Source: an optimization exercise on an open RTL-to-GDS flow (aim: small area). Production flows keep margins and buffers that such runs may drop. Function was checked by simulation only, so behaviour that the tests miss may differ from the original. No driver is modelled on the clock port, so clocking that relies on it looks cheaper here than on a real chip. Power is estimated from default activity; no workload was simulated.

## vga_top
module vga_top(ClkPort, BtnR, BtnC, BtnU, BtnD,
	vga_h_sync, vga_v_sync, vga_r, vga_g, vga_b,
	An0, An1, An2, An3,
	Ca, Cb, Cc, Cd, Ce, Cf, Cg, Dp);
Size in the first run: roughly 150 flip-flops, roughly 27 I/O pins, roughly 8500 um^2 of cells after synthesis.
export LEC_CHECK = 0
export ABC_AREA = 1
export CAP_MARGIN = 20
export CORE_MARGIN = 2
export CORE_UTILIZATION = 40
export PLACE_DENSITY = 0.6
export SLEW_MARGIN = 20
create_clock -name core_clock -period 20.0 [get_ports {ClkPort}]
standard.sh (not shown) runs the stock make flow with config.mk's settings and CLKGATE_MAP_FILE= SYNTH_SCRIPT=/design/flow/synth_recipe.tcl, a recipe that flattens the netlist after the stock synthesis.
==> flow/flow/run.sh <==
#!/bin/bash
# Own layout flow: the standard ORFS flow (standard.sh) with changes that
# only affect how the layout is made:
#  - synthesis maps all logic, adders included, with an area-oriented ABC
#    script (flow/abc_area.script) instead of first mapping adders to
#    half/full-adder cells; yosys's own passes, and so the registers, are
#    those of the standard synthesis;
#  - ports, and nets that feed several ports, are buffered with the
#    smallest buffer;
#  - clock tree synthesis uses clkbuf_8 buffers and no dummy loads.
# Each tool's output stays in orfs/logs; make's own output goes to flow_make.log.
set -euo pipefail
here=$(pwd)
rm -rf "$here/scripts_local"
cp -r "$FLOW_HOME/scripts" "$here/scripts_local"
cp "$here/flow/abc_area.script" "$here/scripts_local/abc_area.script"
bash "$here/standard.sh" "SCRIPTS_DIR=$here/scripts_local" \
	"ADDER_MAP_FILE=" "MIN_BUF_CELL_AND_PORTS=sky130_fd_sc_hd__buf_1 A X" \
	"BUFFER_PORTS_ARGS=-buffer_cell sky130_fd_sc_hd__buf_1" \
	"CTS_ARGS=-sink_clustering_enable -repair_clock_nets -dont_use_dummy_load -sink_clustering_size 30 -sink_clustering_max_diameter 100 -buf_list sky130_fd_sc_hd__clkbuf_8" \
	finish > "$here/flow_make.log" 2>&1
==> flow/flow/abc_area.script <==
strash
&get -n
&deepsyn -T 180
&put
dch -f
amap
topo
Edit:
--- a/flow/flow/run.sh
+++ b/flow/flow/run.sh
@@ -8,3 +8,4 @@
-#  - ports, and nets that feed several ports, are buffered with the
-#    smallest buffer;
-#  - clock tree synthesis uses clkbuf_8 buffers and no dummy loads.
+#  - ports are buffered with the smallest buffer;
+#  - clock tree synthesis uses clkbuf_8 buffers and no dummy loads, and then
+#    (flow/post_cts.tcl) leaf buffers that drive at most 9 flip-flops are
+#    downsized to clkbuf_4.
@@ -20,0 +22 @@
+	"POST_CTS_TCL=$here/flow/post_cts.tcl" "CLK_DOWNSIZE_FANOUT=9" \
==> flow/flow/post_cts.tcl (new file) <==
# Clock tree leaf buffers that drive only a few flip-flops are downsized to
# clkbuf_4, which keeps their clock pins' slew well inside the limit; then
# the placement is legalized again.
set n 0
foreach inst [get_cells clkbuf_*] {
  if {[get_property $inst ref_name] != "sky130_fd_sc_hd__clkbuf_8"} { continue }
  set o [get_pins -of_objects $inst -filter "direction==output"]
  set loads [expr {[llength [get_pins -of_objects [get_nets -of_objects $o]]] - 1}]
  set leaf 1
  foreach p [get_pins -of_objects [get_nets -of_objects $o]] {
    if {[get_property $p direction] == "input" && [string match "clkbuf_*" [get_full_name [get_cells -of_objects $p]]]} { set leaf 0 }
  }
  if {$leaf && $loads <= $::env(CLK_DOWNSIZE_FANOUT)} {
    puts "downsizing [get_full_name $inst] ($loads loads)"
    replace_cell $inst sky130_fd_sc_hd__clkbuf_4
    incr n
  }
}
puts "downsized $n clock buffers"
if {$n > 0} { detailed_placement }
CORE_UTILIZATION = 65   (was 40)
PLACE_DENSITY = 0.75   (was 0.6)
What happened:
- clock skew went down by 0.011 ns
- design area went down by 2.0%
- final cell count went down by 7.0%
- non-clock buffer count stays the same

========
build 5:
Starting RTL as in the previous note.
export LEC_CHECK = 0
export ABC_AREA = 1
export CAP_MARGIN = 20
export CORE_MARGIN = 2
export CORE_UTILIZATION = 40
export PLACE_DENSITY = 0.6
export SLEW_MARGIN = 20
create_clock -name core_clock -period 20.0 [get_ports {ClkPort}]
==> flow/flow/run.sh <==
#!/bin/bash
# Own layout flow: the standard ORFS flow (standard.sh) with changes that
# only affect how the layout is made:
#  - synthesis maps all logic, adders included, with an area-oriented ABC
#    script (flow/abc_area.script) instead of first mapping adders to
#    half/full-adder cells; yosys's own passes, and so the registers, are
#    those of the standard synthesis;
#  - ports, and nets that feed several ports, are buffered with the
#    smallest buffer;
#  - clock tree synthesis uses clkbuf_8 buffers and no dummy loads.
# Each tool's output stays in orfs/logs; make's own output goes to flow_make.log.
set -euo pipefail
here=$(pwd)
rm -rf "$here/scripts_local"
cp -r "$FLOW_HOME/scripts" "$here/scripts_local"
cp "$here/flow/abc_area.script" "$here/scripts_local/abc_area.script"
bash "$here/standard.sh" "SCRIPTS_DIR=$here/scripts_local" \
	"ADDER_MAP_FILE=" "MIN_BUF_CELL_AND_PORTS=sky130_fd_sc_hd__buf_1 A X" \
	"BUFFER_PORTS_ARGS=-buffer_cell sky130_fd_sc_hd__buf_1" \
	"CTS_ARGS=-sink_clustering_enable -repair_clock_nets -dont_use_dummy_load -sink_clustering_size 30 -sink_clustering_max_diameter 100 -buf_list sky130_fd_sc_hd__clkbuf_8" \
	finish > "$here/flow_make.log" 2>&1
==> flow/flow/abc_area.script <==
strash
&get -n
&deepsyn -T 180
&dch -f
&nf -R 1000
&put
topo
diff inputs: build 5 => build 6
-- flow/flow/run.sh --
<<< build 5, line 7
#    those of the standard synthesis;
#  - ports, and nets that feed several ports, are buffered with the
#    smallest buffer;
#  - clock tree synthesis uses clkbuf_8 buffers and no dummy loads.
>>> build 6, line 7
#    those of the standard synthesis;
#  - ports are buffered with the smallest buffer;
#  - clock tree synthesis uses clkbuf_8 buffers and no dummy loads.
<<< build 5, line 17
bash "$here/standard.sh" "SCRIPTS_DIR=$here/scripts_local" \
	"ADDER_MAP_FILE=" "MIN_BUF_CELL_AND_PORTS=sky130_fd_sc_hd__buf_1 A X" \
	"BUFFER_PORTS_ARGS=-buffer_cell sky130_fd_sc_hd__buf_1" \
>>> build 6, line 16
bash "$here/standard.sh" "SCRIPTS_DIR=$here/scripts_local" \
	"ADDER_MAP_FILE=" \
	"BUFFER_PORTS_ARGS=-buffer_cell sky130_fd_sc_hd__buf_1" \
Results
- Across build 6 and build 5, none had a timing, DRC or antenna violation.
- Via count of the first global-routing pass: build 6 > build 5
- Changes observed in build 6 relative to build 5: die area saw an increase; part of the cycle the worst path needs saw a decrease.
- Build 6: fmax about 3.6% above build 5
- Setup slack | build 6 above build 5
- Status: clock input transition at the sequential cells of the worst setup and hold paths parity (build 5, build 6)
- Between build 6 and build 5, the die height does not differ in any meaningful way.
Modified inputs, build 61 compared to build 6
==> flow/flow/run.sh <==
#!/bin/bash
# Own layout flow: the standard ORFS flow (standard.sh) with changes that
# only affect how the layout is made:
#  - synthesis maps all logic, adders included, with an area-oriented ABC
#    script (flow/abc_area.script) instead of first mapping adders to
#    half/full-adder cells; yosys's own passes, and so the registers, are
#    those of the standard synthesis;
#  - ports are buffered with the smallest buffer;
#  - clock tree synthesis uses clkbuf_8 buffers and no dummy loads, and then
#    (flow/post_cts.tcl) leaf buffers that drive at most 9 flip-flops are
#    downsized to clkbuf_4.
# Each tool's output stays in orfs/logs; make's own output goes to flow_make.log.
set -euo pipefail
here=$(pwd)
rm -rf "$here/scripts_local"
cp -r "$FLOW_HOME/scripts" "$here/scripts_local"
cp "$here/flow/abc_area.script" "$here/scripts_local/abc_area.script"
bash "$here/standard.sh" "SCRIPTS_DIR=$here/scripts_local" \
	"ADDER_MAP_FILE=" "MIN_BUF_CELL_AND_PORTS=sky130_fd_sc_hd__buf_1 A X" \
	"BUFFER_PORTS_ARGS=-buffer_cell sky130_fd_sc_hd__buf_1" \
	"CTS_ARGS=-sink_clustering_enable -repair_clock_nets -dont_use_dummy_load -sink_clustering_size 30 -sink_clustering_max_diameter 100 -buf_list sky130_fd_sc_hd__clkbuf_8" \
	"POST_CTS_TCL=$here/flow/post_cts.tcl" "CLK_DOWNSIZE_FANOUT=9" \
	finish > "$here/flow_make.log" 2>&1
==> flow/flow/abc_area.script <==
strash
&get -n
&deepsyn -T 180
&put
dch -f
amap
topo
==> flow/flow/post_cts.tcl (new file) <==
# Clock tree leaf buffers that drive only a few flip-flops are downsized to
# clkbuf_4, which keeps their clock pins' slew well inside the limit; then
# the placement is legalized again.
set n 0
foreach inst [get_cells clkbuf_*] {
  if {[get_property $inst ref_name] != "sky130_fd_sc_hd__clkbuf_8"} { continue }
  set o [get_pins -of_objects $inst -filter "direction==output"]
  set loads [expr {[llength [get_pins -of_objects [get_nets -of_objects $o]]] - 1}]
  set leaf 1
  foreach p [get_pins -of_objects [get_nets -of_objects $o]] {
    if {[get_property $p direction] == "input" && [string match "clkbuf_*" [get_full_name [get_cells -of_objects $p]]]} { set leaf 0 }
  }
  if {$leaf && $loads <= $::env(CLK_DOWNSIZE_FANOUT)} {
    puts "downsizing [get_full_name $inst] ($loads loads)"
    replace_cell $inst sky130_fd_sc_hd__clkbuf_4
    incr n
  }
}
puts "downsized $n clock buffers"
if {$n > 0} { detailed_placement }
==> comparison <==
Total design power (higher): build 61. Diff build 61..build 6 | sequential cell count of the final layout | unchanged. Compared with build 6, detailed route wirelength on metal2 in build 61 increased by a few percent. Shortest period the worst path allows: build 61 and build 6 compared, higher one is build 61. Side by side, clock latency reported for the late side of the worst-skew pair turned out lower in build 61 than in build 6.

## static timing again, ports no longer ideal
How much do the figures lean on ideal ports? The routed layouts below were timed once more, with nothing changed but the port constraints.
Step 1, drivers: a clkbuf_16 drives ClkPort and a buf_2 each remaining input, both assumed.
Step 2 times the ports against the registers' clock, not the clock port: input delays grow and output delays shrink by t, the midpoint of the rising clock arrivals with the driver on.
Slacks: ideal / step 1 / step 2; pairs: ideal / step 1.
run | shift t [ns] | setup WS [ns] | slew at the worst register clock pin (ns) | worst slew at a driven data input, ns | pins driven straight from the clock port
the first run of note 1 | 0.497 | 9.594 / 9.594 / 9.594 | 0.10 / 0.10 | 0.04 | 1
the second run of note 1 | 0.472 | 9.824 / 9.824 / 9.824 | 0.10 / 0.10 | 0.03 | 1
build 5 | 0.482 | 9.821 / 9.821 / 9.821 | 0.10 / 0.10 | 0.03 | 1
build 6 | 0.501 | 10.176 / 10.176 / 10.176 | 0.10 / 0.10 | 0.04 | 1
build 61 | 0.484 | 9.583 / 9.583 / 9.583 | 0.11 / 0.11 | 0.04 | 1
After both steps setup and hold are still met in every run listed.
